This is an optimization exercise on Yosys and OpenROAD, whose aim is small area, a short achievable clock period and few clock cycles per item, not a production implementation. At most, simulation tests tie the RTL to the original design; equivalence was not proved. Function not checked in runs 2 to 5: the RTL went through the layout flow alone. No driver is modelled on the clock port, so clocking that relies on it looks cheaper here than on a real chip. Power is estimated from default activity; no workload was simulated.

--- design.v ---
module switch
#(
    parameter ROUTER_WIDTH = 2,
    parameter AURORA_WIDTH = 256
)(
    input clk,
    input rst_n,
    input [ROUTER_WIDTH - 1:0] src_router,
    input empty_input_port_0,
    input [AURORA_WIDTH - 1:0] data_in_port_0,
    output rd_input_port_0,
    input empty_ack_fifo,
    input [AURORA_WIDTH - 1:0] ack_data,
    output rd_ack_fifo,
    input empty_input_port_1,
    input [AURORA_WIDTH - 1:0] data_in_port_1,
    output rd_input_port_1,
    input empty_input_port_2,
    input [AURORA_WIDTH - 1:0] data_in_port_2,
    output rd_input_port_2,
    output we_output_port_0,
    output [AURORA_WIDTH - 1:0] data_out_port_0,
    output we_output_port_1,
    output [AURORA_WIDTH - 1:0] data_out_port_1,
    output we_output_port_2,
    output [AURORA_WIDTH - 1:0] data_out_port_2
);
wire [AURORA_WIDTH - 1:0] din [0:3];
assign din[0] = data_in_port_0;
assign din[1] = ack_data;
assign din[2] = data_in_port_1;
assign din[3] = data_in_port_2;
wire [3:0] empty = {empty_input_port_2, empty_input_port_1, empty_ack_fifo, empty_input_port_0};
reg [3:0] held;    
reg [3:0] sel_a;   
reg [3:0] sel_b;   
reg [1:0] ptr;     
wire [3:0] is0, is1, is2;
genvar g;
generate
    for (g = 0; g < 4; g = g + 1) begin : g_route
        wire [1:0] rel = din[g][3:2] - src_router;
        assign is0[g] = (rel == 2'd0);
        assign is1[g] = (rel == 2'd3);
        assign is2[g] = rel[1] ^ rel[0];
    end
endgenerate
wire [3:0] wa  = sel_a & held & is2;
wire [3:0] wb0 = sel_b & held & is0;
wire [3:0] wb1 = sel_b & held & is1;
wire [3:0] wr  = wa | wb0 | wb1;
wire [3:0] rd  = ~held | wr;
assign rd_input_port_0 = rd[0];
assign rd_ack_fifo     = rd[1];
assign rd_input_port_1 = rd[2];
assign rd_input_port_2 = rd[3];
assign we_output_port_2 = |wa;
assign we_output_port_0 = |wb0;
assign we_output_port_1 = |wb1;
reg [AURORA_WIDTH - 1:0] out_a, out_b;
integer k;
always @(*) begin
    out_a = {AURORA_WIDTH{1'b0}};
    out_b = {AURORA_WIDTH{1'b0}};
    for (k = 0; k < 4; k = k + 1) begin
        out_a = out_a | (din[k] & {AURORA_WIDTH{sel_a[k]}});
        out_b = out_b | (din[k] & {AURORA_WIDTH{sel_b[k]}});
    end
end
assign data_out_port_2 = out_a;
assign data_out_port_0 = out_b;
assign data_out_port_1 = out_b;
wire [3:0] pop  = rd & ~empty;
wire [3:0] kept = held & ~wr;
wire [3:0] cand_a = kept & is2;
wire [3:0] cand_b = kept & ~is2;
function [3:0] pick_first(input [3:0] req, input [1:0] p);
    reg [7:0] d;
    reg [3:0] r, o;
    begin
        d = {req, req} >> p;
        r = d[3:0];
        o = r & ~(r - 4'd1);
        d = {o, o} << p;
        pick_first = d[7:4];
    end
endfunction
function [3:0] pick_last(input [3:0] req, input [1:0] p);
    reg [7:0] d;
    reg [3:0] r, o;
    begin
        d = {req, req} >> p;
        r = d[3:0];
        o = r[3] ? 4'b1000 : r[2] ? 4'b0100 : r[1] ? 4'b0010 : r[0] ? 4'b0001 : 4'b0000;
        d = {o, o} << p;
        pick_last = d[7:4];
    end
endfunction
wire [3:0] next_a = pick_first((|cand_a) ? cand_a : pop, ptr);
wire [3:0] next_b = (|cand_b) ? pick_first(cand_b, ptr) : pick_last(pop, ptr);
always @(posedge clk or negedge rst_n) begin
    if (!rst_n) begin
        held  <= 4'd0;
        sel_a <= 4'd0;
        sel_b <= 4'd0;
        ptr   <= 2'd0;
    end else begin
        held  <= pop | kept;
        sel_a <= next_a;
        sel_b <= next_b;
        ptr   <= ptr + 2'd1;
    end
end
endmodule
module routing_table
#(
    parameter ROUTER_WIDTH = 2
)(
    input [ROUTER_WIDTH - 1:0] src_router,
    input [ROUTER_WIDTH - 1:0] pkt_dst_router,
    output reg [ROUTER_WIDTH - 1:0] next_router
);
localparam ROUTER0 = 2'b00;
localparam ROUTER1 = 2'b01;
localparam ROUTER2 = 2'b10;
localparam ROUTER3 = 2'b11;
always @(*) begin
    case (src_router)
        ROUTER0: begin
            if (pkt_dst_router == ROUTER1) begin
                next_router = ROUTER1; 
            end
            else if (pkt_dst_router == ROUTER2) begin
                next_router = ROUTER1; 
            end
            else if (pkt_dst_router == ROUTER3) begin
                next_router = ROUTER3; 
            end
            else begin
                next_router = ROUTER0; 
            end
        end
        ROUTER1: begin
            if (pkt_dst_router == ROUTER0) begin
                next_router = ROUTER0; 
            end
            else if (pkt_dst_router == ROUTER2) begin
                next_router = ROUTER2;
            end
            else if (pkt_dst_router == ROUTER3) begin
                next_router = ROUTER2;
            end
            else begin
                next_router = ROUTER1;
            end
        end
        ROUTER2: begin
            if (pkt_dst_router == ROUTER0) begin
                next_router = ROUTER3;
            end
            else if (pkt_dst_router == ROUTER1) begin
                next_router = ROUTER1;
            end
            else if (pkt_dst_router == ROUTER3) begin
                next_router = ROUTER3;
            end
            else begin
                next_router = ROUTER2;
            end
        end
        ROUTER3: begin
            if (pkt_dst_router == ROUTER0) begin
                next_router = ROUTER0;
            end
            else if (pkt_dst_router == ROUTER1) begin
                next_router = ROUTER0;
            end
            else if (pkt_dst_router == ROUTER2) begin
                next_router = ROUTER2;
            end
            else begin
                next_router = ROUTER3;
            end
        end
        default: begin
            next_router = src_router;  
        end
    endcase
end
endmodule
module router_switch
#(
    parameter ROUTER_WIDTH = 2,
    parameter AURORA_WIDTH = 256
)(
    input clk,
    input rst_n,
    input [ROUTER_WIDTH - 1:0] src_router,
    input empty_input_port_0,
    input [AURORA_WIDTH - 1:0] data_in_port_0,
    output rd_input_port_0,
    input empty_ack_fifo,
    input [AURORA_WIDTH - 1:0] ack_data,
    output rd_ack_fifo,
    input empty_input_port_1,
    input [AURORA_WIDTH - 1:0] data_in_port_1,
    output rd_input_port_1,
    input empty_input_port_2,
    input [AURORA_WIDTH - 1:0] data_in_port_2,
    output rd_input_port_2,
    output we_output_port_0,
    output [AURORA_WIDTH - 1:0] data_out_port_0,
    output we_output_port_1,
    output [AURORA_WIDTH - 1:0] data_out_port_1,
    output we_output_port_2,
    output [AURORA_WIDTH - 1:0] data_out_port_2
);
switch #(
    .ROUTER_WIDTH(ROUTER_WIDTH),
    .AURORA_WIDTH(AURORA_WIDTH)
) switch_i (
    .clk(clk),
    .rst_n(rst_n),
    .src_router(src_router),
    .empty_input_port_0(empty_input_port_0),
    .data_in_port_0(data_in_port_0),
    .rd_input_port_0(rd_input_port_0),
    .empty_ack_fifo(empty_ack_fifo),
    .ack_data(ack_data),
    .rd_ack_fifo(rd_ack_fifo),
    .empty_input_port_1(empty_input_port_1),
    .data_in_port_1(data_in_port_1),
    .rd_input_port_1(rd_input_port_1),
    .empty_input_port_2(empty_input_port_2),
    .data_in_port_2(data_in_port_2),
    .rd_input_port_2(rd_input_port_2),
    .we_output_port_0(we_output_port_0),
    .data_out_port_0(data_out_port_0),
    .we_output_port_1(we_output_port_1),
    .data_out_port_1(data_out_port_1),
    .we_output_port_2(we_output_port_2),
    .data_out_port_2(data_out_port_2)
);
endmodule
--- flow/pins.tcl ---
# Group the pins of each data bit so its mux can be placed next to them.
for {set j 0} {$j < 256} {incr j} {
  set names {}
  foreach p {data_in_port_0 ack_data data_in_port_1 data_in_port_2 data_out_port_2 data_out_port_0 data_out_port_1} {
    lappend names "$p\[$j\]"
  }
  set_io_pin_constraint -group -order -pin_names $names
}
--- standard.sh ---
#!/bin/bash
# synth_recipe.tcl (not shown) runs the flow's synth.tcl, then flattens the netlist and writes it again
# the make line also repeats each setting of config.mk as NAME=value (left out here)
make -C /OpenROAD-flow-scripts/flow DESIGN_CONFIG=/design/flow/config.mk WORK_HOME=/design/flow/orfs CLKGATE_MAP_FILE= SYNTH_SCRIPT=/design/flow/synth_recipe.tcl "${@:-finish}"
--- flow/run.sh ---
#!/bin/bash
# Own layout flow: the standard ORFS flow with
#  - minimum-size port buffers (every port still gets its own buffer),
#  - pins grouped per data bit: bit j of the four inputs and three outputs
#    sit next to each other, so each bit's mux stays local.
set -euo pipefail
here=$(pwd)
export BUFFER_PORTS_ARGS="-buffer_cell sky130_fd_sc_hd__buf_1"
export PRE_IO_PLACEMENT_TCL="$here/flow/pins.tcl"
bash standard.sh > "$here/standard.log" 2>&1
--- config.mk ---
export PLATFORM = sky130hd
export DESIGN_NAME = router_switch
export DESIGN_NICKNAME = router_switch
export VERILOG_FILES = /design/flow/design.v
export SDC_FILE = /design/flow/constraint.sdc
export NUM_CORES = 8
export LEC_CHECK = 0
export CAP_MARGIN = 20
export CORE_AREA = 5 5 645 645
export DIE_AREA = 0 0 650 650
export SLEW_MARGIN = 20
--- constraint.sdc ---
create_clock -name core_clock -period 5.0 [get_ports {clk}]
set_input_delay 1.0000 -clock core_clock [delete_from_list [all_inputs] [get_ports {clk}]]
set_output_delay 1.0000 -clock core_clock [all_outputs]
set_load 0.01 [all_outputs]
==> out/results.ini, run 1 <==
[critical_path]
criticalPathCategory = primary input to primary output
r2r_setup_slack_ns = 2.16
cp_data_required_time_ns = 4.00
reg2reg_depth = 7
worst_path_largest_cell_delay_ns = 0.55
path_delay_family = buffers and inverters
timing.rr.end = switch_i.sel_b[0]
crit_path_start_kind = primary input
crit_chain = buf_1 > inv_1 > ha_1 > xnor2_1 > xnor2_1 > ha_1 > nand2_1 > nand3_1 > buf_1
cp_max_fo = 4
cp.buffers_inverters = 3
end_kind = primary output
worstReg2RegStart = switch_i.sel_a[1]
cp.arrival_ns = 2.88
cp_slowest_cell = buf_1

[cts]
postCtsSetupBuffers = 0
cts.sink_count = 14
cts-root-buf = clkbuf_16
numCtsBuffers = 3
post_cts_resized = 0
clk-insertion-delay-late_ns = 0.25
clk_pin_slew_ns = 0.05
cts_tree = built
clock_path_buffers = 2
hold_buffers = 0
cts-htree-levels = 1

[power_and_ir_drop]
vdd_ir_drop_max_uv = 444
leakage_nw = 7.04
power_density_nw_per_um2 = 494

[die]
start_util_pct = 3.42
core_um2 = 409000
die-area_um2 = 423000
io_pins = 1807
rows = 235
die_x_um = 650
dieHeight_um = 650

[sta]
fin_skew_ns = 0.00350
final_hold_viol_count = 0
maxSlewViolCount = 0
fin_ws_ns = 1.12
finalSetupViolations = 0
finalSetupTns_ns = 0
max_freq_mhz = 258
worst_slew_pin_slew_ns = 1.15
rsz0062_at_grt = no
period_minus_slack_ns = 3.88
hold_ws_ns = 0.688
slew_headroom_pct = 23.2
fin_crit_sh_pct = 77.6

[layout]
drive_above_1_share_pct = 2.10
syn_to_final_growth_pct = 81.0
nets = 4612
layout.cells.non_filler = 9019
fin_area_um2 = 25300

[logic_synthesis]
synth_most_common_cell = a22oi_1
synth_cell_types = 53
ys_seq_area_share_pct = 2.51
ys_top_cells_by_area = a22oi_1 55%, nand2_1 14%, buf_4 14%
synth_ff_type = dfrtp_1
ys_top_cells_by_count = 1025 x a22oi_1, 526 x nand2_1, 261 x buf_4
ys_ff_latch = 14
synth_top_cell_by_area = a22oi_1
synthesis.nets = 3261
synthXorXnorAreaFrac_pct = 0.501
ys.warnings.count = 1
synthArstFlopShare_pct = 100
synth_top_cell_area_share_pct = 55.0
syn_area_um2 = 14000
synth_compound_gate_area_share_pct = 58.4
synth_fa_ha_area_share_pct = 1.07
synth.area.mux_share_pct = 0
synth.avg_cell_area_um2 = 6.31
netlist_instances = 2217
synth-edff-count = 0
synthSimpleGateAreaFrac_pct = 16.8
synth_top_family_by_area = compound AO/OA/AOI/OAI gates

[routing]
wl_per_cell_um = 8.44
initialDrtViolationCount = 1689
vias = 23200
drc = 0
viasPerCell = 2.57
wl_mm = 76.1
drt_first_pass_iters = 6
postRouteAntennaNets = 0

[global_route]
grt_start_max_net_pins = 126
grt.total_usage_pct = 3.04
grt_antenna_before_repair = 6
grt_overflow_total = 0
grt_pass1_vias = 22200
grt_pass1_wl_mm = 111

[placed_design]
placed_cells = 9014
pre_cts_ws_ns = 0.951
gp_congestion = 0.705
postPlaceCellArea_um2 = 25200
dp_hpwl_mm = 63.1
numPortBuffers = 1806

[outcome]
outcome = no timing/DRC/antenna violations

[hold_path]
min_from = switch_i.held[2]
holdPathEnd = switch_i.held[2]
holdPathStages = 2
min_path_type = flip-flop to flip-flop

[job]
max-cap-violations = 0

==> flip-flops by register name (all words and copies together) (netlist names) <==
register        flops
switch_i.held       4
switch_i.ptr        2
switch_i.sel_a      4
switch_i.sel_b      4
==> cells in the final DEF (no fill, tap or decap), types with 3 or more instances in the layout <==
master and count:
nor2_1 10, buf_1 1802, a211oi_1 6, dfrtp_1 6, ha_1 12, nand4_1 5, nand3_1 18, o21ai_2 3
clkbuf_2 3, buf_4 21, buf_12 15, nor3_1 3, nand2b_1 7, a31oi_1 5, nor3_2 3, or4_1 3
nand2_1 526, inv_1 14, clkbuf_16 3, o31ai_1 3, dfrtp_4 8, o21ai_0 10, xnor2_1 8, a21oi_1 7
a31o_2 4, o21ai_1 4, a22oi_1 1025
==> worst max-delay path by stage <==
stage | from | end | slack, ns | depth (start not counted)
after floorplan | src_router[1] | switch_i.sel_b[0] | 1.82 | 11
after global placement | data_in_port_2[2] | we_output_port_2 | 0.95 | 9
after detailed placement | data_in_port_0[2] | we_output_port_2 | 0.95 | 9
after CTS | data_in_port_2[2] | we_output_port_2 | 0.94 | 9
after global routing | data_in_port_0[2] | we_output_port_2 | 0.89 | 9
final | data_in_port_1[2] | rd_input_port_1 | 1.12 | 9
==> worst min-delay path, stage by stage, from the launching register on <==
cell	delay [ns]
dfrtp_1	0.45
nand3_1	0.13
nand2_1	0.06
==> power by group <==
group	leakage, nW	internal, mW	switching (mW)	total [mW]
Sequential	0.155	0.160	0.519	0.680
Clock	0.0442	0.121	0.0490	0.170
Combinational	6.84	3.97	7.70	11.7
Total	7.04	4.25	8.27	12.5
==> kinds of logic (layout without fill, tap and decap cells) <==
family | after synthesis | in the layout
compound gates | 1088 | 1088
xor+xnor | 8 | 8
fa+ha+maj | 12 | 12
buf+inv | 509 | 1859
flops | 14 | 14
other cells | 0 | 1
simple gates | 586 | 586
==> cell type report <==
class                           count  area [um^2]
Fill cell                       48500       384000
Multi-Input combinational cell   1694        10700
Timing Repair Buffer             1841         7240
Tap cell                         5451         6820
Sequential cell                    14          380
Clock buffer                        4         88.8
Inverter                           14         52.6
Antenna cell                        1         2.50
==> routing by layer <==
layer	GRT usage, %	wire length (um)	vias to the layer above
met5	0	0	-
met3	0.429	6470	53
li1	-	-	11100
met4	1.05	2210	0
met1	3.44	28100	10700
met2	5.76	39300	1304
==> through the flow <==
step / util (%) / total power, mW
final: 6.19 / 12.5
after global routing: 6.19 / 13.8
after CTS: 6.19 / 12.7
after detailed placement: 6.17 / 12.5
after global placement: 6.17 / 12.4
after floorplan: - / 9.43
Testbench counts, summed over its fixed seeds: cycles 1,175, items 1,920.
==> run 2: changes to the inputs <==
--- a/design.v
+++ b/design.v
@@ -35,28 +35,56 @@
 reg [3:0] sel_a;   
 reg [3:0] sel_b;   
 reg [1:0] ptr;     
-wire [3:0] is0, is1, is2;
+reg [3:0] to2, to1;   
+reg [3:0] to2_n, to1_n;
+always @(*) begin
+    case (src_router)
+        2'd0: begin to2_n = 4'b0110; to1_n = 4'b1000; end
+        2'd1: begin to2_n = 4'b1100; to1_n = 4'b0001; end
+        2'd2: begin to2_n = 4'b1001; to1_n = 4'b0010; end
+        default: begin to2_n = 4'b0011; to1_n = 4'b0100; end
+    endcase
+end
+wire [3:0] dec [0:3];
+wire [3:0] is1, is2;
 genvar g;
 generate
     for (g = 0; g < 4; g = g + 1) begin : g_route
-        wire [1:0] rel = din[g][3:2] - src_router;
-        assign is0[g] = (rel == 2'd0);
-        assign is1[g] = (rel == 2'd3);
-        assign is2[g] = rel[1] ^ rel[0];
+        assign dec[g] = {din[g][3:2] == 2'd3, din[g][3:2] == 2'd2,
+                         din[g][3:2] == 2'd1, din[g][3:2] == 2'd0};
+        assign is2[g] = |(to2 & dec[g]);
+        assign is1[g] = |(to1 & dec[g]);
     end
 endgenerate
-wire [3:0] wa  = sel_a & held & is2;
-wire [3:0] wb0 = sel_b & held & is0;
-wire [3:0] wb1 = sel_b & held & is1;
+wire [3:0] wa  = sel_a & is2;
+wire [3:0] wb1 = sel_b & is1;
+wire [3:0] wb0 = sel_b & ~is2 & ~is1;
 wire [3:0] wr  = wa | wb0 | wb1;
-wire [3:0] rd  = ~held | wr;
+reg  [3:0] rd_tab [0:3];
+wire [3:0] rd;
+generate
+    for (g = 0; g < 4; g = g + 1) begin : g_rd
+        assign rd[g] = |(rd_tab[g] & dec[g]);
+    end
+endgenerate
+wire [3:0] to0 = ~to2 & ~to1;
+reg we2, we1, we0;
+integer m;
+always @(*) begin
+    we2 = 1'b0; we1 = 1'b0; we0 = 1'b0;
+    for (m = 0; m < 4; m = m + 1) begin
+        we2 = we2 | |(dec[m] & to2 & {4{sel_a[m]}});
+        we1 = we1 | |(dec[m] & to1 & {4{sel_b[m]}});
+        we0 = we0 | |(dec[m] & to0 & {4{sel_b[m]}});
+    end
+end
 assign rd_input_port_0 = rd[0];
 assign rd_ack_fifo     = rd[1];
 assign rd_input_port_1 = rd[2];
 assign rd_input_port_2 = rd[3];
-assign we_output_port_2 = |wa;
-assign we_output_port_0 = |wb0;
-assign we_output_port_1 = |wb1;
+assign we_output_port_2 = we2;
+assign we_output_port_0 = we0;
+assign we_output_port_1 = we1;
 reg [AURORA_WIDTH - 1:0] out_a, out_b;
 integer k;
 always @(*) begin
@@ -72,6 +100,7 @@
 assign data_out_port_1 = out_b;
 wire [3:0] pop  = rd & ~empty;
 wire [3:0] kept = held & ~wr;
+wire [3:0] held_n = pop | kept;
 wire [3:0] cand_a = kept & is2;
 wire [3:0] cand_b = kept & ~is2;
 function [3:0] pick_first(input [3:0] req, input [1:0] p);
@@ -104,11 +133,18 @@
         sel_a <= 4'd0;
         sel_b <= 4'd0;
         ptr   <= 2'd0;
+        for (m = 0; m < 4; m = m + 1) rd_tab[m] <= 4'b1111;
+        to2   <= 4'd0;
+        to1   <= 4'd0;
     end else begin
-        held  <= pop | kept;
+        held  <= held_n;
         sel_a <= next_a;
         sel_b <= next_b;
         ptr   <= ptr + 2'd1;
+        for (m = 0; m < 4; m = m + 1)
+            rd_tab[m] <= {4{~held_n[m]}} | (to2_n & {4{next_a[m]}}) | (~to2_n & {4{next_b[m]}});
+        to2   <= to2_n;
+        to1   <= to1_n;
     end
 end
 endmodule
==> flow/run.sh (replaced) <==
#!/bin/bash
# Own layout flow: the standard ORFS flow with
#  - minimum-size port buffers (every port still gets its own buffer),
#  - pins grouped per data bit, so each bit's mux stays local, and the
#    destination bits grouped with the control pins,
#  - balanced fanout trees for the path-select registers.
set -euo pipefail
here=$(pwd)
export BUFFER_PORTS_ARGS="-buffer_cell sky130_fd_sc_hd__buf_1"
export PRE_IO_PLACEMENT_TCL="$here/flow/pins.tcl"
export PRE_RESIZE_TCL="$here/flow/resize_pre.tcl"
bash standard.sh > "$here/standard.log" 2>&1
==> flow/pins.tcl (replaced) <==
# Group the pins of each data bit so its mux can be placed next to them.
# Bits 2 and 3 (the destination) go with the control pins.
proc bit_pins {j} {
  set names {}
  foreach p {data_in_port_0 ack_data data_in_port_1 data_in_port_2 data_out_port_2 data_out_port_0 data_out_port_1} {
    lappend names "$p\[$j\]"
  }
  return $names
}
for {set j 0} {$j < 256} {incr j} {
  if {$j == 2 || $j == 3} continue
  set_io_pin_constraint -group -order -pin_names [bit_pins $j]
}
set ctl [bit_pins 2]
foreach p {empty_input_port_0 rd_input_port_0 empty_ack_fifo rd_ack_fifo src_router[0] clk rst_n src_router[1]
           we_output_port_0 we_output_port_1 we_output_port_2 empty_input_port_1 rd_input_port_1 empty_input_port_2 rd_input_port_2} {
  lappend ctl $p
}
set ctl [concat $ctl [bit_pins 3]]
set_io_pin_constraint -group -order -pin_names $ctl
==> flow/resize_pre.tcl (new file) <==
# Before repair_design: rebuild the select registers' fanout trees.
source [file join [file dirname [info script]] seltree.tcl]
foreach p {a b} {
  for {set i 0} {$i < 4} {incr i} {
    st_build "switch_i.sel_${p}\\\[$i\\\]" 16 sky130_fd_sc_hd__buf_4 4 sky130_fd_sc_hd__buf_8 sky130_fd_sc_hd__buf_16
  }
}
==> flow/seltree.tcl (new file) <==
# Rebuild the buffer trees of the path-select registers: loads are sorted
# around the die (the data bits sit along its edge) and cut into runs, each
# driven by a buffer at the run's centre; the runs' buffers are grouped again.
proc st_is_buf {inst} {
  set m [[$inst getMaster] getName]
  return [regexp {__(buf|clkbuf)_[0-9]+$} $m]
}
proc st_sinks {net bufs_var} {
  upvar $bufs_var bufs
  set out {}
  foreach it [$net getITerms] {
    if {![$it isInputSignal]} continue
    set inst [$it getInst]
    if {[st_is_buf $inst] && ![string match "input*" [$inst getName]] && ![string match "output*" [$inst getName]]} {
      lappend bufs $inst
      foreach o [$inst getITerms] {
        if {[$o isOutputSignal] && [$o getNet] ne "NULL"} { set out [concat $out [st_sinks [$o getNet] bufs]] }
      }
    } else {
      lappend out $it
    }
  }
  return $out
}
proc st_angle_sort {items cx cy} {
  # items: list of {name x y}
  set k {}
  foreach it $items {
    lassign $it n x y
    lappend k [list [expr {atan2($y - $cy, $x - $cx)}] $it]
  }
  set r {}
  foreach e [lsort -real -index 0 $k] { lappend r [lindex $e 1] }
  return $r
}
proc st_centroid {items} {
  set sx 0; set sy 0
  foreach it $items { set sx [expr {$sx + [lindex $it 1]}]; set sy [expr {$sy + [lindex $it 2]}] }
  set n [llength $items]
  return [list [expr {$sx / $n}] [expr {$sy / $n}]]
}
proc st_build {netname leaf_size leaf_cell mid_size mid_cell {root_cell ""}} {
  set mids {}
  set block [ord::get_db_block]
  set dbu [$block getDbUnitsPerMicron]
  set die [$block getDieArea]
  set cx [expr {([$die xMin] + [$die xMax]) / 2.0 / $dbu}]
  set cy [expr {([$die yMin] + [$die yMax]) / 2.0 / $dbu}]
  set net [$block findNet $netname]
  set bufs {}
  st_sinks $net bufs
  if {[llength $bufs] > 0} {
    set names {}
    foreach b $bufs { lappend names [$b getName] }
    remove_buffers {*}$names
  }
  set net [$block findNet $netname]
  set items {}
  foreach it [$net getITerms] {
    if {![$it isInputSignal]} continue
    set inst [$it getInst]
    set b [$inst getBBox]
    lappend items [list "[$inst getName]/[[$it getMTerm] getName]" [expr {([$b xMin] + [$b xMax]) / 2.0 / $dbu}] [expr {([$b yMin] + [$b yMax]) / 2.0 / $dbu}]]
  }
  set items [st_angle_sort $items $cx $cy]
  set n [llength $items]
  set nleaf [expr {int(ceil(double($n) / $leaf_size))}]
  set leaves {}
  for {set g 0} {$g < $nleaf} {incr g} {
    set lo [expr {int(round(double($g) * $n / $nleaf))}]
    set hi [expr {int(round(double($g + 1) * $n / $nleaf)) - 1}]
    set chunk [lrange $items $lo $hi]
    set pins {}
    foreach c $chunk { lappend pins [lindex $c 0] }
    lassign [st_centroid $chunk] x y
    set bname "seltree_[regsub -all {[^A-Za-z0-9]} $netname _]_l$g"
    set rb [insert_buffer -buffer_cell $leaf_cell -net [get_nets $netname] -load_pins [get_pins $pins] -location [list $x $y] -buffer_name $bname]
    lappend leaves [list "[get_full_name $rb]/A" $x $y]
  }
  if {$mid_size > 0 && [llength $leaves] > $mid_size} {
    set leaves [st_angle_sort $leaves $cx $cy]
    set n [llength $leaves]
    set nmid [expr {int(ceil(double($n) / $mid_size))}]
    for {set g 0} {$g < $nmid} {incr g} {
      set lo [expr {int(round(double($g) * $n / $nmid))}]
      set hi [expr {int(round(double($g + 1) * $n / $nmid)) - 1}]
      set chunk [lrange $leaves $lo $hi]
      set pins {}
      foreach c $chunk { lappend pins [lindex $c 0] }
      lassign [st_centroid $chunk] x y
      set bname "seltree_[regsub -all {[^A-Za-z0-9]} $netname _]_m$g"
      set rb [insert_buffer -buffer_cell $mid_cell -net [get_nets $netname] -load_pins [get_pins $pins] -location [list $x $y] -buffer_name $bname]
      lappend mids [list "[get_full_name $rb]/A" $x $y]
    }
    if {$root_cell ne ""} {
      set pins {}
      foreach c $mids { lappend pins [lindex $c 0] }
      lassign [st_centroid $mids] x y
      set bname "seltree_[regsub -all {[^A-Za-z0-9]} $netname _]_r"
      insert_buffer -buffer_cell $root_cell -net [get_nets $netname] -load_pins [get_pins $pins] -location [list $x $y] -buffer_name $bname
    }
  }
}
==> run 2 against run 1 <==
Still clean on timing, DRC and antenna. Count of clock-buffer cells in the layout is 2 higher. Sequential cell count is 24 higher. Via count is 6.8% higher. Combinational power is 15% higher. Total power is 16% higher. Clock skew is 0.00083 ns lower. Die area stayed put. Routed wire length is 33% higher. Critical endpoint is now switch_i.rd_tab[0][0]. Largest cell class unchanged. Highest routed layer unchanged.
==> out/results.ini, run 2 <==
[die]
io_pins = 1807
die-area_um2 = 423000
dieHeight_um = 650
die_x_um = 650
core_um2 = 409000
start_util_pct = 3.67
rows = 235

[global_route]
grt_start_max_net_pins = 39
grt_overflow_total = 0
grt_antenna_before_repair = 4
grt_pass1_vias = 23900
grt.total_usage_pct = 4.20
grt_pass1_wl_mm = 140

[critical_path]
cp.arrival_ns = 3.62
r2r_setup_slack_ns = 1.88
cp_max_fo = 10
worstReg2RegStart = switch_i.sel_b[2]
end_kind = flip-flop
criticalPathCategory = primary input to flip-flop
cp_data_required_time_ns = 5.19
reg2reg_depth = 10
timing.rr.end = switch_i.rd_tab[1][3]
crit_path_start_kind = primary input

[hold_path]
holdPathStages = 1
holdPathEnd = switch_i.held[1]
min_from = switch_i.held[1]
min_path_type = flip-flop to flip-flop

[cts]
clk-insertion-delay-late_ns = 0.28
cts-htree-levels = 2
postCtsSetupBuffers = 0
clk_pin_slew_ns = 0.06
cts-root-buf = clkbuf_16
hold_buffers = 0
numCtsBuffers = 5
cts_tree = built
clock_path_buffers = 2
cts.sink_count = 38
post_cts_resized = 0

[power_and_ir_drop]
finalPower_mw = 14.5
power_density_nw_per_um2 = 523
leakage_nw = 8.38
vdd_ir_drop_max_uv = 273

[layout]
final_common_cell = buf_1
layout_common_cells = 1805 x buf_1, 1028 x a22oi_1, 538 x nand2_1
register_area_um2 = 1000
syn_to_final_growth_pct = 85.2
diodes = 0
drive_above_1_share_pct = 6.65
nets = 4810
multi_input_area_um2 = 11100
fill_cells = 48300
regMostFlops = switch_i.rd_tab
layout.cells.non_filler = 9226
largest_reg_flops = 16

[routing]
wl_mm = 101
initialDrtViolationCount = 2141
viasPerCell = 2.68
wl_per_cell_um = 11.0
vias = 24800
postRouteAntennaNets = 0
drt_first_pass_iters = 6
drc = 0

[logic_synthesis]
syn_area_um2 = 15000
ys.warnings.count = 2
ys_ff_latch = 38
synth_top_cell_by_area = a22oi_1
synth_cell_types = 62
synthArstFlopShare_pct = 100
synthesis.nets = 3312
netlist_instances = 2276
synth-edff-count = 0
ys_top_cells_by_area = a22oi_1 51%, nand2_1 13%, buf_4 13%
synth_ff_type = dfrtp_1
synth.avg_cell_area_um2 = 6.59
ys_top_cells_by_count = 1028 x a22oi_1, 538 x nand2_1, 256 x buf_4
synth_most_common_cell = a22oi_1
synth_top_cell_area_share_pct = 51.5
ys_seq_area_share_pct = 6.47

[sta]
finalSetupViolations = 0
final_hold_viol_count = 0
fin_crit_sh_pct = 68.6
worst_slew_pin_slew_ns = 0.957
rsz0062_at_grt = no
fin_skew_ns = 0.00266
max_freq_mhz = 292
finalSetupTns_ns = 0
period_minus_slack_ns = 3.43
maxSlewViolCount = 0
slew_headroom_pct = 36.2
fin_ws_ns = 1.57

[placed_design]
placed_cells = 9218
pre_cts_ws_ns = 1.30
dp_hpwl_mm = 86.4
gp_congestion = 0.770
numPortBuffers = 1806

[job]
max-cap-violations = 0

[outcome]
outcome = no timing/DRC/antenna violations

[run 2: cell count changes after synthesis, moves of 5 or more]
| cell | delta |
|---|---|
| a211oi_1 | -5 |
| nand3_1 | -14 |
| buf_4 | -5 |
| nand2_1 | +12 |
| xnor2_1 | -8 |
| mux2i_1 | +11 |
| a211oi_2 | +5 |
| ha_1 | -8 |
| clkbuf_1 | +15 |
| dfrtp_1 | +8 |
| mux4_2 | +13 |
| o211ai_1 | +11 |
| dfstp_2 | +16 |
[run 2: worst max-delay path: stages]
cell      delay [ns]
buf_1           0.33
mux4_2          0.61
nor3_2          0.50
nor4_2          0.20
a211oi_2        0.37
a211oi_2        0.08
a211oi_2        0.40
mux2i_1         0.13
[run 2: final cells by class]
type | instances | area share (%)
clock buffer | 6 | 0.500
clock inverter | 2 | 0.0451
inverter | 15 | 0.203
multi-input combinational | 1724 | 40.0
sequential | 38 | 3.60
tap | 5451 | 24.6
timing repair buffer | 1990 | 31.0
[run 2: worst max path at each step]
| stage | from | endpoint | slack (ns) | depth (start not counted) |
|---|---|---|---|---|
| after floorplan | ack_data[2] | switch_i.rd_tab[2][0] | 1.87 | 8 |
| after detailed placement | ack_data[2] | switch_i.rd_tab[0][2] | 1.30 | 8 |
| after CTS | data_in_port_1[2] | we_output_port_0 | 1.59 | 6 |
| after global routing | ack_data[2] | switch_i.rd_tab[0][0] | 1.37 | 8 |
| after global placement | ack_data[2] | switch_i.rd_tab[0][2] | 1.32 | 8 |
| final | ack_data[2] | switch_i.rd_tab[0][0] | 1.57 | 8 |
[run 2: logic make-up after synthesis]
family                     synth area share [%]
AOI/OAI and AO/OA                          55.1
DFF                                        6.47
adders and majority gates                 0.334
and+or+nand+nor                            15.7
muxes                                      2.94
xor gates and xnor gates                 0.0584
buffers and inverters                      19.4
[run 2: stage by stage]
step	hold slack, ns	util, %	area, um^2
final	0.652	6.79	27800
after CTS	0.646	6.79	27800
after global placement	0.653	6.46	26400
after global routing	0.664	6.79	27800
after floorplan	0.505	-	15000
after detailed placement	0.632	6.75	27600
[run 2: per-layer routing]
| metal | vias up | global-route usage [%] | wire (um) |
|---|---|---|---|
| met5 | - | 0 | 0 |
| met4 | 0 | 0.803 | 1500 |
| met3 | 93 | 0.420 | 7500 |
| met2 | 1493 | 7.90 | 52400 |
| met1 | 11500 | 5.15 | 40000 |
| li1 | 11700 | - | - |
[run 2: power by group]
| group | internal [mW] | switching (mW) | total (mW) |
|---|---|---|---|
| Clock | 0.197 | 0.124 | 0.321 |
| Combinational | 4.73 | 8.80 | 13.5 |
| Sequential | 0.493 | 0.176 | 0.669 |
| Total | 5.42 | 9.10 | 14.5 |
==> run 3: changes to the inputs <==
--- a/flow/run.sh
+++ b/flow/run.sh
@@ -7,6 +7,7 @@
 set -euo pipefail
 here=$(pwd)
 export BUFFER_PORTS_ARGS="-buffer_cell sky130_fd_sc_hd__buf_1"
+export IO_PLACER_V="met2 met4"
 export PRE_IO_PLACEMENT_TCL="$here/flow/pins.tcl"
 export PRE_RESIZE_TCL="$here/flow/resize_pre.tcl"
 bash standard.sh > "$here/standard.log" 2>&1
--- a/config.mk
+++ b/config.mk
@@ -6,6 +6,6 @@
 export NUM_CORES = 8
 export LEC_CHECK = 0
 export CAP_MARGIN = 20
-export CORE_AREA = 5 5 645 645
-export DIE_AREA = 0 0 650 650
+export CORE_AREA = 5 5 445 445
+export DIE_AREA = 0 0 450 450
 export SLEW_MARGIN = 20
==> run 3 against run 2 <==
The run now fails in 3_2_place_iop. Synthesized cell count stayed put. Synthesized area unchanged.
==> out/results.ini, run 3 <==
[logic_synthesis]
synth_most_common_cell = a22oi_1
ys_seq_area_share_pct = 6.47
synthArstFlopShare_pct = 100
ys.warnings.count = 2
synthesis.nets = 3312
syn_area_um2 = 15000
synth.avg_cell_area_um2 = 6.59
ys_top_cells_by_count = 1028 x a22oi_1, 538 x nand2_1, 256 x buf_4
synth_ff_type = dfrtp_1
synth_cell_types = 62
synth_top_cell_area_share_pct = 51.5
ys_ff_latch = 38
synth-edff-count = 0
ys_top_cells_by_area = a22oi_1 51%, nand2_1 13%, buf_4 13%
netlist_instances = 2276
synth_top_cell_by_area = a22oi_1

[die]
rows = 161
dieHeight_um = 450
die_x_um = 450
start_util_pct = 7.79

[outcome]
lastStage = 3_2_place_iop
outcome = did not finish
error_line = [ERROR PPL-0086] Pin group of size 7 was not assigned.

## run 3: cell counts after synthesis
No cell type changed its count.
## run 3: cells by family after synthesis
| group | Yosys count | synth area share [%] |
|---|---|---|
| flops | 38 | 6.47 |
| buf+inv | 514 | 19.4 |
| simple gates | 593 | 15.7 |
| compound gates | 1100 | 55.1 |
| fa+ha+maj | 4 | 0.334 |
| mux | 26 | 2.94 |
| xor+xnor | 1 | 0.0584 |
==> run 4: changes to the inputs <==
--- a/design.v
+++ b/design.v
@@ -50,8 +50,7 @@
 genvar g;
 generate
     for (g = 0; g < 4; g = g + 1) begin : g_route
-        assign dec[g] = {din[g][3:2] == 2'd3, din[g][3:2] == 2'd2,
-                         din[g][3:2] == 2'd1, din[g][3:2] == 2'd0};
+        dst_decode dec_i (.dst(din[g][3:2]), .dec(dec[g]));
         assign is2[g] = |(to2 & dec[g]);
         assign is1[g] = |(to1 & dec[g]);
     end
@@ -147,6 +146,12 @@
         to1   <= to1_n;
     end
 end
+endmodule
+module dst_decode (
+    input [1:0] dst,
+    output [3:0] dec
+);
+assign dec = {dst == 2'd3, dst == 2'd2, dst == 2'd1, dst == 2'd0};
 endmodule
 module routing_table
 #(
--- a/flow/run.sh
+++ b/flow/run.sh
@@ -7,7 +7,6 @@
 set -euo pipefail
 here=$(pwd)
 export BUFFER_PORTS_ARGS="-buffer_cell sky130_fd_sc_hd__buf_1"
-export IO_PLACER_V="met2 met4"
 export PRE_IO_PLACEMENT_TCL="$here/flow/pins.tcl"
 export PRE_RESIZE_TCL="$here/flow/resize_pre.tcl"
 bash standard.sh > "$here/standard.log" 2>&1
==> flow/resize_pre.tcl (replaced) <==
# Before repair_design: rebuild the select registers' fanout trees.
source [file join [file dirname [info script]] seltree.tcl]
foreach p {a b} {
  for {set i 0} {$i < 4} {incr i} {
    st_build "switch_i.sel_${p}\\\[$i\\\]" 32 sky130_fd_sc_hd__buf_4 4 sky130_fd_sc_hd__buf_8 sky130_fd_sc_hd__buf_16
  }
}
--- a/config.mk
+++ b/config.mk
@@ -6,6 +6,7 @@
 export NUM_CORES = 8
 export LEC_CHECK = 0
 export CAP_MARGIN = 20
-export CORE_AREA = 5 5 445 445
-export DIE_AREA = 0 0 450 450
+export CORE_AREA = 5 5 645 645
+export DIE_AREA = 0 0 650 650
 export SLEW_MARGIN = 20
+export SYNTH_HIERARCHICAL = 1
==> run 4 against run 3 <==
The run now finishes clean. Synthesized area up 1.4%. Synthesized cell count increased by 2.9%.
==> out/results.ini, run 4 <==
[sta]
finalSetupTns_ns = 0
fin_crit_sh_pct = 73.6
period_minus_slack_ns = 3.68
worst_slew_pin_slew_ns = 0.959
fin_skew_ns = 0.00993
finalSetupViolations = 0
max_freq_mhz = 272
rsz0062_at_grt = no
maxSlewViolCount = 0
final_hold_viol_count = 0
slew_headroom_pct = 36.1
fin_ws_ns = 1.32

[job]
max-cap-violations = 0

[cts]
postCtsSetupBuffers = 0
clk-insertion-delay-late_ns = 0.29
numCtsBuffers = 5
clock_path_buffers = 2
clk_pin_slew_ns = 0.06
cts.sink_count = 38
cts-htree-levels = 2
post_cts_resized = 0
hold_buffers = 0
cts-root-buf = clkbuf_16
cts_tree = built

[hold_path]
min_path_type = flip-flop to flip-flop
holdPathStages = 2

[logic_synthesis]
ys_seq_area_share_pct = 6.39
ys_top_cells_by_area = a22oi_1 52%, nand2_1 13%, buf_4 13%
ys_top_cells_by_count = 1061 x a22oi_1, 535 x nand2_1, 256 x buf_4
synthesis.nets = 3378
ys_ff_latch = 38
syn_area_um2 = 15200
synthArstFlopShare_pct = 100
synth_top_cell_by_area = a22oi_1
ys.warnings.count = 9
synth-edff-count = 0
synth_ff_type = dfrtp_1
netlist_instances = 2341
synth_cell_types = 62
synth_most_common_cell = a22oi_1
synth_top_cell_area_share_pct = 52.4
synth.avg_cell_area_um2 = 6.49

[layout]
syn_to_final_growth_pct = 79.7
drive_above_1_share_pct = 4.18
fin_area_um2 = 27300
layout_common_cells = 1805 x buf_1, 1061 x a22oi_1, 535 x nand2_1
final_core_util_pct = 6.68
nets = 4796
largest_reg_flops = 16
regMostFlops = switch_i.rd_tab
final_common_cell = buf_1

[global_route]
grt.total_usage_pct = 4.07
grt_start_max_net_pins = 39
grt_overflow_total = 0
grt_pass1_wl_mm = 138
grt_antenna_before_repair = 11
grt_pass1_vias = 24100

[routing]
drt_first_pass_iters = 8
viasPerCell = 2.72
wl_per_cell_um = 10.8
wl_mm = 99.8
postRouteAntennaNets = 0
drc = 0
initialDrtViolationCount = 2256
vias = 25000

[critical_path]
reg2reg_depth = 9
cp.arrival_ns = 2.68
cp_data_required_time_ns = 4.00
crit_path_start_kind = primary input
criticalPathCategory = primary input to primary output
end_kind = primary output
cp_max_fo = 6

[die]
io_pins = 1807
die-area_um2 = 423000
core_um2 = 409000
dieHeight_um = 650
die_x_um = 650
start_util_pct = 3.72
rows = 235

[placed_design]
dp_hpwl_mm = 84.7
postPlaceCellArea_um2 = 27100
numPortBuffers = 1806
gp_congestion = 0.791
pre_cts_ws_ns = 1.40

[power_and_ir_drop]
power_density_nw_per_um2 = 577
leakage_nw = 8.11
vdd_ir_drop_max_uv = 259

[outcome]
outcome = no timing/DRC/antenna violations

==> run 4: cell count changes after synthesis, moves of 5 or more <==
| cell | previous run | this run |
|---|---|---|
| a211oi_2 | 5 | 0 |
| a21o_1 | 1 | 7 |
| a22o_1 | 0 | 13 |
| a22oi_1 | 1028 | 1061 |
| buf_1 | 17 | 24 |
| clkbuf_1 | 222 | 217 |
| mux2i_1 | 11 | 3 |
| mux4_2 | 13 | 0 |
| nor2_1 | 14 | 27 |
| o22a_1 | 0 | 5 |
==> run 4: path summary, 6_finish.rpt <==
path | end | start | slack (ns)
worst max-delay path | we_output_port_1 | data_in_port_0[2] | 1.32
worst min-delay path | switch_i.held[3] | switch_i.held[3] | 0.77
worst max register to register | switch_i.rd_tab[3][2] | switch_i.sel_b[0] | 1.62
worst min register to register | switch_i.held[3] | switch_i.held[3] | 0.77
max in group asynchronous | switch_i.sel_a[2] | rst_n | 3.43
min in group asynchronous | switch_i.ptr[1] | rst_n | 0.85
==> run 4: logic make-up after synthesis <==
logic type / synth area share, %
AND/OR/NAND/NOR: 16.4
buffers and inverters: 19.1
adder cells (fa/ha/maj): 0.412
flip-flops: 6.39
AO/OA/AOI/OAI: 57.5
multiplexers: 0.198
==> run 4: report_power, final <==
group | leakage [nW] | switching (mW) | internal, mW
combinational | 7.59 | 9.80 | 4.82
sequential | 0.429 | 0.230 | 0.494
clock | 0.0940 | 0.131 | 0.287
total | 8.11 | 10.2 | 5.60
==> run 4: layer usage <==
metal	track usage, %	wire length (um)
met5	0	39
met4	0.680	1030
met3	0.402	7760
met2	8.19	54700
met1	4.60	36300
==> run 4: worst max-delay path: stages <==
cell and delay [ns]:
buf_1 0.18, and2b_2 0.28, a22o_1 0.22, o21ai_0 0.58, nand4_1 0.23, buf_1 0.18
==> run 4: per-stage QoR <==
step / hold slack, ns / cells / power [mW]
2_1_floorplan: 0.490 / 2341 / 10.8
3_3_place_gp: 0.735 / 9131 / 14.0
3_5_place_dp: 0.736 / 9203 / 15.6
4_1_cts: 0.749 / 9211 / 16.0
5_1_grt: 0.803 / 9211 / 17.2
6_report: 0.765 / 9217 / 15.8
==> run 4: area by class of cell <==
| class | instances | area, um^2 |
|---|---|---|
| inverters | 16 | 60.1 |
| fillers | 48400 | 382000 |
| clock buffers | 5 | 125 |
| repair buffers | 1910 | 7900 |
| well taps | 5451 | 6820 |
| clock inverters | 3 | 68.8 |
| multi-input cells | 1788 | 11300 |
| diodes | 6 | 15.0 |
| flip-flops and latches | 38 | 1000 |
==> run 5: changes to the inputs <==
--- a/design.v
+++ b/design.v
@@ -61,22 +61,21 @@
 wire [3:0] wr  = wa | wb0 | wb1;
 reg  [3:0] rd_tab [0:3];
 wire [3:0] rd;
+wire [3:0] to0 = ~to2 & ~to1;
+wire [15:0] dec_all = {dec[3], dec[2], dec[1], dec[0]};
+wire [15:0] t2 = {to2 & {4{sel_a[3]}}, to2 & {4{sel_a[2]}}, to2 & {4{sel_a[1]}}, to2 & {4{sel_a[0]}}};
+wire [15:0] t1 = {to1 & {4{sel_b[3]}}, to1 & {4{sel_b[2]}}, to1 & {4{sel_b[1]}}, to1 & {4{sel_b[0]}}};
+wire [15:0] t0 = {to0 & {4{sel_b[3]}}, to0 & {4{sel_b[2]}}, to0 & {4{sel_b[1]}}, to0 & {4{sel_b[0]}}};
+wire we2, we1, we0;
+and_or #(.N(16)) we2_i (.t(t2), .s(dec_all), .y(we2));
+and_or #(.N(16)) we1_i (.t(t1), .s(dec_all), .y(we1));
+and_or #(.N(16)) we0_i (.t(t0), .s(dec_all), .y(we0));
 generate
     for (g = 0; g < 4; g = g + 1) begin : g_rd
-        assign rd[g] = |(rd_tab[g] & dec[g]);
+        and_or #(.N(4)) rd_i (.t(rd_tab[g]), .s(dec[g]), .y(rd[g]));
     end
 endgenerate
-wire [3:0] to0 = ~to2 & ~to1;
-reg we2, we1, we0;
 integer m;
-always @(*) begin
-    we2 = 1'b0; we1 = 1'b0; we0 = 1'b0;
-    for (m = 0; m < 4; m = m + 1) begin
-        we2 = we2 | |(dec[m] & to2 & {4{sel_a[m]}});
-        we1 = we1 | |(dec[m] & to1 & {4{sel_b[m]}});
-        we0 = we0 | |(dec[m] & to0 & {4{sel_b[m]}});
-    end
-end
 assign rd_input_port_0 = rd[0];
 assign rd_ack_fifo     = rd[1];
 assign rd_input_port_1 = rd[2];
@@ -152,6 +151,15 @@
     output [3:0] dec
 );
 assign dec = {dst == 2'd3, dst == 2'd2, dst == 2'd1, dst == 2'd0};
+endmodule
+module and_or #(
+    parameter N = 4
+) (
+    input [N-1:0] t,
+    input [N-1:0] s,
+    output y
+);
+assign y = |(t & s);
 endmodule
 module routing_table
 #(
==> flow/run.sh (replaced) <==
#!/bin/bash
# Own layout flow: the standard ORFS flow with
#  - minimum-size port buffers (every port still gets its own buffer),
#  - pins grouped per data bit, so each bit's mux stays local, and the
#    destination bits grouped with the control pins,
#  - balanced fanout trees for the path-select registers,
#  - after CTS, a timing repair of the control and select paths only.
set -euo pipefail
here=$(pwd)
export BUFFER_PORTS_ARGS="-buffer_cell sky130_fd_sc_hd__buf_1"
export PRE_IO_PLACEMENT_TCL="$here/flow/pins.tcl"
export PRE_RESIZE_TCL="$here/flow/resize_pre.tcl"
export POST_CTS_TCL="$here/flow/cts_post.tcl"
export TUNE_MARGIN=2.3
bash standard.sh > "$here/standard.log" 2>&1
==> flow/cts_post.tcl (new file) <==
# After CTS: repair the control and select paths toward a tighter target
# than the clock needs, holding the per-bit data-path cells as they are.
source [file join [file dirname [info script]] tune.tcl]
tn_hold_data_path
estimate_parasitics -placement
repair_timing -setup -setup_margin $::env(TUNE_MARGIN) -sequence "sizeup,swap" -verbose
tn_release
detailed_placement
estimate_parasitics -placement
report_wns
==> flow/resize_pre.tcl (replaced) <==
# Before repair_design: rebuild the select registers' fanout trees.
source [file join [file dirname [info script]] seltree.tcl]
foreach p {a b} {
  for {set i 0} {$i < 4} {incr i} {
    st_build "switch_i.sel_${p}\\\[$i\\\]" 32 sky130_fd_sc_hd__buf_8 8 sky130_fd_sc_hd__buf_12
  }
}
==> flow/tune.tcl (new file) <==
# Timing repair aimed at the control and select paths only: the data-path
# cells (port buffers and the per-bit mux gates) are held as they are, the
# rest is repaired toward a tighter target than the clock needs.
proc tn_driver_inst {net} {
  foreach it [$net getITerms] {
    if {[$it isOutputSignal]} { return [$it getInst] }
  }
  return ""
}
proc tn_hold_data_path {} {
  set block [ord::get_db_block]
  set held 0
  foreach bt [$block getBTerms] {
    set name [$bt getName]
    set net [$bt getNet]
    if {$net eq "NULL"} continue
    if {[regexp {^data_out_port_[0-9]\[([0-9]+)\]$} $name -> bit]} {
      # output buffer, the gate driving it, and that gate's drivers
      set ob [tn_driver_inst $net]
      if {$ob eq ""} continue
      set todo [list $ob]
      set level 0
      set frontier [list $ob]
      while {$level < 2} {
        set next {}
        foreach inst $frontier {
          foreach it [$inst getITerms] {
            if {![$it isInputSignal]} continue
            set n [$it getNet]
            if {$n eq "NULL"} continue
            set d [tn_driver_inst $n]
            if {$d ne "" && [[$d getMaster] isSequential] == 0 && ![string match "seltree*" [$d getName]] && [llength [$n getITerms]] <= 4} {
              lappend next $d
            }
          }
        }
        set todo [concat $todo $next]
        set frontier $next
        incr level
      }
      foreach inst $todo { $inst setDoNotTouch 1; incr held }
    } elseif {[regexp {^(data_in_port_[0-9]|ack_data)\[([0-9]+)\]$} $name -> p bit]} {
      if {$bit == 2 || $bit == 3} continue
      foreach it [$net getITerms] { [$it getInst] setDoNotTouch 1; incr held }
    }
  }
  puts "tune: holding $held data-path instances"
}
proc tn_release {} {
  foreach inst [[ord::get_db_block] getInsts] { if {[$inst isDoNotTouch]} { $inst setDoNotTouch 0 } }
}
==> run 5 against run 4 <==
Largest cell class unchanged. Sequential power increased by 18%. Largest power group unchanged. Clock power increased by 3%. Critical endpoint is now switch_i.rd_tab[2][3]. Final cell count up 0.35%. Utilization is 0.48 points higher.
==> out/results.ini, run 5 <==
[logic_synthesis]
ys_ff_latch = 38
synthArstFlopShare_pct = 100
synth_top_cell_area_share_pct = 50.4
syn_area_um2 = 15700
ys_seq_area_share_pct = 6.17
ys.warnings.count = 9
synth_ff_type = dfrtp_1
synth_cell_types = 69
synth-edff-count = 0
synthesis.nets = 3443
netlist_instances = 2406
ys_top_cells_by_count = 1056 x a22oi_1, 535 x nand2_1, 256 x buf_4
ys_top_cells_by_area = a22oi_1 50%, nand2_1 13%, buf_4 12%
synth.avg_cell_area_um2 = 6.54
synth_most_common_cell = a22oi_1
synth_top_cell_by_area = a22oi_1

[global_route]
grt_pass1_vias = 24600
grt.total_usage_pct = 4.07
grt_pass1_wl_mm = 140
grt_start_max_net_pins = 39
grt_overflow_total = 0
grt_antenna_before_repair = 1

[critical_path]
cp_max_fo = 11
cp_data_required_time_ns = 5.20
worstReg2RegStart = switch_i.sel_b[0]
criticalPathCategory = primary input to flip-flop
r2r_setup_slack_ns = 1.78
crit_path_start_kind = primary input
crit_start = data_in_port_0[2]
timing.rr.end = switch_i.rd_tab[2][3]
reg2reg_depth = 8
cp.arrival_ns = 3.57
end_kind = flip-flop
cp-endpoint = switch_i.rd_tab[2][3]

[sta]
finalSetupViolations = 0
fin_crit_sh_pct = 67.5
slew_headroom_pct = 40.8
fin_skew_ns = 0.00937
finalSetupTns_ns = 0
hold_ws_ns = 0.765
worst_slew_pin_slew_ns = 0.888
final_hold_viol_count = 0
fin_ws_ns = 1.63
maxSlewViolCount = 0
rsz0062_at_grt = no
period_minus_slack_ns = 3.37
max_freq_mhz = 296

[die]
core_um2 = 409000
start_util_pct = 3.85
dieHeight_um = 650
io_pins = 1807
die_x_um = 650
rows = 235
die-area_um2 = 423000

[layout]
final_core_util_pct = 7.16
register_area_um2 = 1000
drive_above_1_share_pct = 6.08
regMostFlops = switch_i.rd_tab
diodes = 0
fill_cells = 48200
final_common_cell = buf_1
nets = 4834
syn_to_final_growth_pct = 86.1
fin_area_um2 = 29300
largest_reg_flops = 16
multi_input_area_um2 = 12200
layout_common_cells = 1790 x buf_1, 1046 x a22oi_1, 531 x nand2_1

[placed_design]
numPortBuffers = 1806
postPlaceCellArea_um2 = 27900
gp_congestion = 0.801
pre_cts_ws_ns = 1.17
dp_hpwl_mm = 82.2

[routing]
wl_mm = 98.9
drt_first_pass_iters = 6
wl_per_cell_um = 10.7
vias = 25400
drc = 0
postRouteAntennaNets = 0
viasPerCell = 2.74
initialDrtViolationCount = 2012

[cts]
cts.sink_count = 38
clk-insertion-delay-late_ns = 0.29
clk_pin_slew_ns = 0.06
cts_tree = built

[power_and_ir_drop]
power_density_nw_per_um2 = 550
leakage_nw = 8.71
vdd_ir_drop_max_uv = 282

[job]
max-cap-violations = 0

[hold_path]
min_path_type = flip-flop to flip-flop

[outcome]
outcome = no timing/DRC/antenna violations

run 5: where the power goes:
group / switching [mW] / leakage [nW] / internal [mW] / total [mW]
sequential: 0.362 / 0.427 / 0.488 / 0.851
clock: 0.142 / 0.0940 / 0.287 / 0.430
combinational: 9.32 / 8.19 / 5.50 / 14.8
total: 9.82 / 8.71 / 6.28 / 16.1
run 5: cell type report, without the clock buffers:
class,instances,share of cell area (%)
Multi-Input combinational cell,1841,41.5
Timing Repair Buffer,1894,30.9
Sequential cell,38,3.42
Tap cell,5451,23.3
Clock inverter,3,0.235
Inverter,17,0.218
run 5: cells by family (layout without fill, tap and decap cells):
logic type                 Yosys count  after routing  share of synthesized area (%)
muxes                                1              1                          0.143
AOI/OAI and AO/OA                 1158           1158                           56.5
adders and majority gates            5              5                          0.398
buffers and inverters              527           1919                           18.9
DFF                                 38             38                           6.17
and+or+nand+nor                    677            677                           18.0
run 5: critical path, cell delays in order:
cell and delay, ns:
buf_8 0.09, and2b_2 0.26, a22oi_2 0.25, nand4b_1 0.52, nor2_2 0.38, a311oi_2 0.17
nor4_4 0.48, o32ai_4 0.18, a22oi_1 0.23
run 5: per-layer routing:
layer | share of wire, % | global-route usage [%]
met5 | 0 | 0
met4 | 1.5 | 0.773
met3 | 6.8 | 0.399
met2 | 52 | 7.70
met1 | 39 | 4.96
run 5: worst min path at each step:
stage                     cells past startpoint        startpoint                to  slack, ns
final                                         2  switch_i.held[3]  switch_i.held[3]       0.77
after detailed placement                      1  switch_i.held[1]  switch_i.held[1]       0.73
after floorplan                               2   switch_i.ptr[0]   switch_i.ptr[1]       0.57
after global placement                        1  switch_i.held[1]  switch_i.held[1]       0.75
after global routing                          1  switch_i.held[1]  switch_i.held[1]       0.78
run 5: metrics by stage:
| stage | power (mW) | cells |
|---|---|---|
| after floorplan | 10.4 | 2406 |
| after global placement | 13.6 | 9213 |
| after detailed placement | 15.1 | 9241 |
| after global routing | 17.6 | 9249 |
| final | 16.1 | 9249 |
==> run 6: changes to the inputs <==
--- a/design.v
+++ b/design.v
@@ -31,11 +31,12 @@
 assign din[2] = data_in_port_1;
 assign din[3] = data_in_port_2;
 wire [3:0] empty = {empty_input_port_2, empty_input_port_1, empty_ack_fifo, empty_input_port_0};
-reg [3:0] held;    
-reg [3:0] sel_a;   
-reg [3:0] sel_b;   
-reg [1:0] ptr;     
-reg [3:0] to2, to1;   
+reg [3:0] held;     
+reg [3:0] sel_a;    
+reg [3:0] sel_b;    
+reg [3:0] first;    
+reg [3:0] rd_tab [0:3];   
+reg [3:0] to2, to1;       
 reg [3:0] to2_n, to1_n;
 always @(*) begin
     case (src_router)
@@ -45,44 +46,33 @@
         default: begin to2_n = 4'b0011; to1_n = 4'b0100; end
     endcase
 end
+wire [3:0] to0 = ~to2 & ~to1;
 wire [3:0] dec [0:3];
-wire [3:0] is1, is2;
+wire [3:0] is2;
 genvar g;
 generate
     for (g = 0; g < 4; g = g + 1) begin : g_route
         dst_decode dec_i (.dst(din[g][3:2]), .dec(dec[g]));
-        assign is2[g] = |(to2 & dec[g]);
-        assign is1[g] = |(to1 & dec[g]);
+        and_or #(.N(4)) is2_i (.t(to2), .s(dec[g]), .y(is2[g]));
     end
 endgenerate
-wire [3:0] wa  = sel_a & is2;
-wire [3:0] wb1 = sel_b & is1;
-wire [3:0] wb0 = sel_b & ~is2 & ~is1;
-wire [3:0] wr  = wa | wb0 | wb1;
-reg  [3:0] rd_tab [0:3];
-wire [3:0] rd;
-wire [3:0] to0 = ~to2 & ~to1;
 wire [15:0] dec_all = {dec[3], dec[2], dec[1], dec[0]};
 wire [15:0] t2 = {to2 & {4{sel_a[3]}}, to2 & {4{sel_a[2]}}, to2 & {4{sel_a[1]}}, to2 & {4{sel_a[0]}}};
 wire [15:0] t1 = {to1 & {4{sel_b[3]}}, to1 & {4{sel_b[2]}}, to1 & {4{sel_b[1]}}, to1 & {4{sel_b[0]}}};
 wire [15:0] t0 = {to0 & {4{sel_b[3]}}, to0 & {4{sel_b[2]}}, to0 & {4{sel_b[1]}}, to0 & {4{sel_b[0]}}};
-wire we2, we1, we0;
-and_or #(.N(16)) we2_i (.t(t2), .s(dec_all), .y(we2));
-and_or #(.N(16)) we1_i (.t(t1), .s(dec_all), .y(we1));
-and_or #(.N(16)) we0_i (.t(t0), .s(dec_all), .y(we0));
+and_or #(.N(16)) we2_i (.t(t2), .s(dec_all), .y(we_output_port_2));
+and_or #(.N(16)) we1_i (.t(t1), .s(dec_all), .y(we_output_port_1));
+and_or #(.N(16)) we0_i (.t(t0), .s(dec_all), .y(we_output_port_0));
+wire [3:0] rd;
 generate
     for (g = 0; g < 4; g = g + 1) begin : g_rd
         and_or #(.N(4)) rd_i (.t(rd_tab[g]), .s(dec[g]), .y(rd[g]));
     end
 endgenerate
-integer m;
 assign rd_input_port_0 = rd[0];
 assign rd_ack_fifo     = rd[1];
 assign rd_input_port_1 = rd[2];
 assign rd_input_port_2 = rd[3];
-assign we_output_port_2 = we2;
-assign we_output_port_0 = we0;
-assign we_output_port_1 = we1;
 reg [AURORA_WIDTH - 1:0] out_a, out_b;
 integer k;
 always @(*) begin
@@ -96,53 +86,52 @@
 assign data_out_port_2 = out_a;
 assign data_out_port_0 = out_b;
 assign data_out_port_1 = out_b;
-wire [3:0] pop  = rd & ~empty;
-wire [3:0] kept = held & ~wr;
-wire [3:0] held_n = pop | kept;
-wire [3:0] cand_a = kept & is2;
-wire [3:0] cand_b = kept & ~is2;
-function [3:0] pick_first(input [3:0] req, input [1:0] p);
-    reg [7:0] d;
-    reg [3:0] r, o;
-    begin
-        d = {req, req} >> p;
-        r = d[3:0];
-        o = r & ~(r - 4'd1);
-        d = {o, o} << p;
-        pick_first = d[7:4];
-    end
-endfunction
-function [3:0] pick_last(input [3:0] req, input [1:0] p);
-    reg [7:0] d;
-    reg [3:0] r, o;
-    begin
-        d = {req, req} >> p;
-        r = d[3:0];
-        o = r[3] ? 4'b1000 : r[2] ? 4'b0100 : r[1] ? 4'b0010 : r[0] ? 4'b0001 : 4'b0000;
-        d = {o, o} << p;
-        pick_last = d[7:4];
-    end
-endfunction
-wire [3:0] next_a = pick_first((|cand_a) ? cand_a : pop, ptr);
-wire [3:0] next_b = (|cand_b) ? pick_first(cand_b, ptr) : pick_last(pop, ptr);
+wire [3:0] ka  = held & ~sel_a & is2;
+wire [3:0] kb  = held & ~sel_b & ~is2;
+wire [3:0] pop = ~empty & (~held | (is2 & sel_a) | (~is2 & sel_b));
+reg [3:0] ahead [0:3];    
+integer i, j, c;
+always @(*) begin
+    for (i = 0; i < 4; i = i + 1)
+        for (j = 0; j < 4; j = j + 1) begin
+            ahead[i][j] = 1'b0;
+            for (c = 0; c < 4; c = c + 1)
+                if (((j - c) & 3) < ((i - c) & 3))
+                    ahead[i][j] = ahead[i][j] | first[c];
+        end
+end
+reg [3:0] ka_first, kb_first, pop_first, pop_last;
+always @(*) begin
+    for (i = 0; i < 4; i = i + 1) begin
+        ka_first[i]  = ka[i]  & ~|(ka  & ahead[i]);
+        kb_first[i]  = kb[i]  & ~|(kb  & ahead[i]);
+        pop_first[i] = pop[i] & ~|(pop & ahead[i]);
+        pop_last[i]  = pop[i];
+        for (j = 0; j < 4; j = j + 1)
+            if (j != i) pop_last[i] = pop_last[i] & ~(pop[j] & ahead[j][i]);
+    end
+end
+wire [3:0] next_a = ka_first | ({4{~|ka}} & pop_first);
+wire [3:0] next_b = kb_first | ({4{~|kb}} & pop_last);
+wire [3:0] held_n = pop | ka | kb;
 always @(posedge clk or negedge rst_n) begin
     if (!rst_n) begin
         held  <= 4'd0;
         sel_a <= 4'd0;
         sel_b <= 4'd0;
-        ptr   <= 2'd0;
-        for (m = 0; m < 4; m = m + 1) rd_tab[m] <= 4'b1111;
+        first <= 4'b0001;
         to2   <= 4'd0;
         to1   <= 4'd0;
+        for (i = 0; i < 4; i = i + 1) rd_tab[i] <= 4'b1111;
     end else begin
         held  <= held_n;
         sel_a <= next_a;
         sel_b <= next_b;
-        ptr   <= ptr + 2'd1;
-        for (m = 0; m < 4; m = m + 1)
-            rd_tab[m] <= {4{~held_n[m]}} | (to2_n & {4{next_a[m]}}) | (~to2_n & {4{next_b[m]}});
+        first <= {first[2:0], first[3]};
         to2   <= to2_n;
         to1   <= to1_n;
+        for (i = 0; i < 4; i = i + 1)
+            rd_tab[i] <= {4{~held_n[i]}} | (to2_n & {4{next_a[i]}}) | (~to2_n & {4{next_b[i]}});
     end
 end
 endmodule
--- a/flow/run.sh
+++ b/flow/run.sh
@@ -11,5 +11,5 @@
 export PRE_IO_PLACEMENT_TCL="$here/flow/pins.tcl"
 export PRE_RESIZE_TCL="$here/flow/resize_pre.tcl"
 export POST_CTS_TCL="$here/flow/cts_post.tcl"
-export TUNE_MARGIN=2.3
+export TUNE_MARGIN=2.2
 bash standard.sh > "$here/standard.log" 2>&1
==> run 6 against run 5 <==
Critical path depth fell by 2. First-iteration DRC count fell by 7.5%. Die area did not move. Synthesized cell count fell by 2.4%. Sequential power rose by 0.6%. Final cell count fell by 0.49%. Cell area fell by 2.8%. Synthesized area fell by 1.4%. Critical path type is now flip-flop to primary output. Largest power group unchanged.
==> out/results.ini, run 6 <==
[outcome]
outcome = no timing/DRC/antenna violations

[critical_path]
crit_top_cell = buf_16
crit_start = switch_i.sel_a[2]
crit_path_start_kind = flip-flop
cp_slowest_cell = dfrtp_4
criticalPathCategory = flip-flop to primary output
cp.arrival_ns = 2.30
worstReg2RegStart = switch_i.sel_a[2]
cp_max_fo = 29
worst_path_largest_cell_delay_ns = 0.61
timing.rr.end = switch_i.rd_tab[0][2]
reg2reg_depth = 7
path_delay_family = buffers and inverters
cp.buffers_inverters = 3
r2r_setup_slack_ns = 2.39
end_kind = primary output
cp_data_required_time_ns = 4.00
crit_chain = buf_16 > buf_16 > and2_1 > a22o_1 > a221oi_2 > nand4_1 > buf_2

[routing]
drt_first_pass_iters = 8
wl_mm = 95.9
drt-met1-wl_mm = 38.4
postRouteAntennaNets = 0
vias = 24700
viasPerCell = 2.69
wl_met3_mm = 6.96
wl_per_cell_um = 10.4
top_layer = met4
drc = 0
initialDrtViolationCount = 1861
met2_length_mm = 49.6

[global_route]
grt_overflow_total = 0
grt_pass1_wl_mm = 135
grt.total_usage_pct = 3.94
grt_antenna_before_repair = 0
grt_pass1_vias = 23900
grt_start_max_net_pins = 41

[logic_synthesis]
synthSimpleGateAreaFrac_pct = 17.9
synthesis.nets = 3386
synth.avg_cell_area_um2 = 6.60
synthXorXnorAreaFrac_pct = 0
ys_seq_area_share_pct = 6.59
synthArstFlopShare_pct = 100
ys_top_cells_by_area = a22oi_1 51%, nand2_1 13%, buf_4 12%
netlist_instances = 2349
ys.warnings.count = 11
synth_top_cell_area_share_pct = 51.1
synth_cell_types = 55
synth.area.mux_share_pct = 0.565
synth_top_family_by_area = compound AO/OA/AOI/OAI gates
synth_ff_type = dfrtp_1
synth_top_cell_by_area = a22oi_1
synth_fa_ha_area_share_pct = 0.403
syn_area_um2 = 15500
ys_ff_latch = 40
synth_most_common_cell = a22oi_1
ys_top_cells_by_count = 1056 x a22oi_1, 528 x nand2_1, 258 x buf_4
synth_compound_gate_area_share_pct = 55.8
synth-edff-count = 0

[layout]
diodes = 0
layout_common_cells = 1792 x buf_1, 1054 x a22oi_1, 524 x nand2_1
final_core_util_pct = 6.96
drive_above_1_share_pct = 5.52
fin_area_um2 = 28400
syn_to_final_growth_pct = 83.4
regMostFlops = switch_i.rd_tab
largest_reg_flops = 16
nets = 4789
layout.cells.non_filler = 9204
final_common_cell = buf_1
fill_cells = 48300

[sta]
finalSetupViolations = 0
fin_crit_sh_pct = 66.0
slew_headroom_pct = 41.4
period_minus_slack_ns = 3.30
rsz0062_at_grt = no
fin_skew_ns = 0.00676
worst_slew_pin_slew_ns = 0.879
maxSlewViolCount = 0
final_hold_viol_count = 0
max_freq_mhz = 303
finalSetupTns_ns = 0

[hold_path]
min_path_type = flip-flop to flip-flop
holdPathStages = 0
holdPathEnd = switch_i.first[1]
min_from = switch_i.first[0]

[cts]
cts_tree = built
clk-insertion-delay-late_ns = 0.28
clk_pin_slew_ns = 0.06
cts.sink_count = 40

[placed_design]
numPortBuffers = 1806
placed_cells = 9196
gp_congestion = 0.754
postPlaceCellArea_um2 = 27700
dp_hpwl_mm = 80.0

[power_and_ir_drop]
leakage_nw = 8.41
power_density_nw_per_um2 = 558
vdd_ir_drop_max_uv = 470

[die]
io_pins = 1807
die_x_um = 650
start_util_pct = 3.79
die-area_um2 = 423000
rows = 235
core_um2 = 409000
dieHeight_um = 650

[job]
max-cap-violations = 0

==> run 6: metal layers <==
metal  track usage (%)  vias up
li1                  -    11700
met2              7.49     1423
met3             0.402       81
met4             0.592        0
met1              4.81    11500
met5                 0        -
==> run 6: area by class of cell, without the clock buffers <==
type | instances | area, um^2 | share of cell area, %
well taps | 5451 | 6820 | 24.0
flip-flops and latches | 40 | 1050 | 3.70
repair buffers | 1895 | 8640 | 30.4
inverters | 17 | 63.8 | 0.224
multi-input cells | 1793 | 11700 | 41.1
clock inverters | 3 | 46.3 | 0.163
==> run 6: worst max-delay path by stage <==
stage | cells past startpoint | endpoint
finish | 7 | we_output_port_2
global route | 7 | we_output_port_2
detailed placement | 9 | switch_i.rd_tab[2][0]
floorplan | 8 | switch_i.rd_tab[3][0]
global placement | 9 | switch_i.rd_tab[3][3]
==> run 6: stage by stage <==
| step | total power, mW | hold WS [ns] | setup slack, ns |
|---|---|---|---|
| 6_report | 15.9 | 0.516 | 1.70 |
| 5_1_grt | 17.4 | 0.523 | 1.54 |
| 3_5_place_dp | 15.3 | 0.496 | 1.58 |
| 3_3_place_gp | 13.4 | 0.503 | 1.68 |
| 2_1_floorplan | 10.3 | 0.352 | 2.18 |
==> run 6: worst reg2reg max path: stages (launching register included) <==
cell and delay [ns]:
dfrtp_4 0.61, buf_16 0.30, buf_8 0.23, nand3b_1 0.34, o21ai_0 0.30, a221oi_1 0.17, a311oi_2 0.43, mux2i_1 0.14
==> run 6: power by group <==
part	internal (mW)	switching (mW)	total, mW	leakage (nW)
combinational	5.32	9.33	14.7	7.88
sequential	0.504	0.351	0.856	0.451
clock	0.237	0.131	0.368	0.0804
total	6.06	9.81	15.9	8.41
==> run 6: cells by family (layout without fill, tap and decap cells) <==
kind of cell | count (synthesis) | count (layout)
AND/OR/NAND/NOR | 653 | 653
multiplexers | 8 | 8
flip-flops | 40 | 40
AO/OA/AOI/OAI | 1127 | 1127
adder cells (fa/ha/maj) | 5 | 5
buffers and inverters | 516 | 1920
Testbench counts of run 6, summed over its fixed seeds: cycles 1,175, items 1,920.

Re-timed with assumed drivers on the ports (clkbuf_16 on the clock, buf_2 on other inputs), run 6 has 1.664 ns of setup slack against 1.702 ns with ideal ports, and 1.768 ns once port delays also move by the mid clock arrival of 0.318 ns.
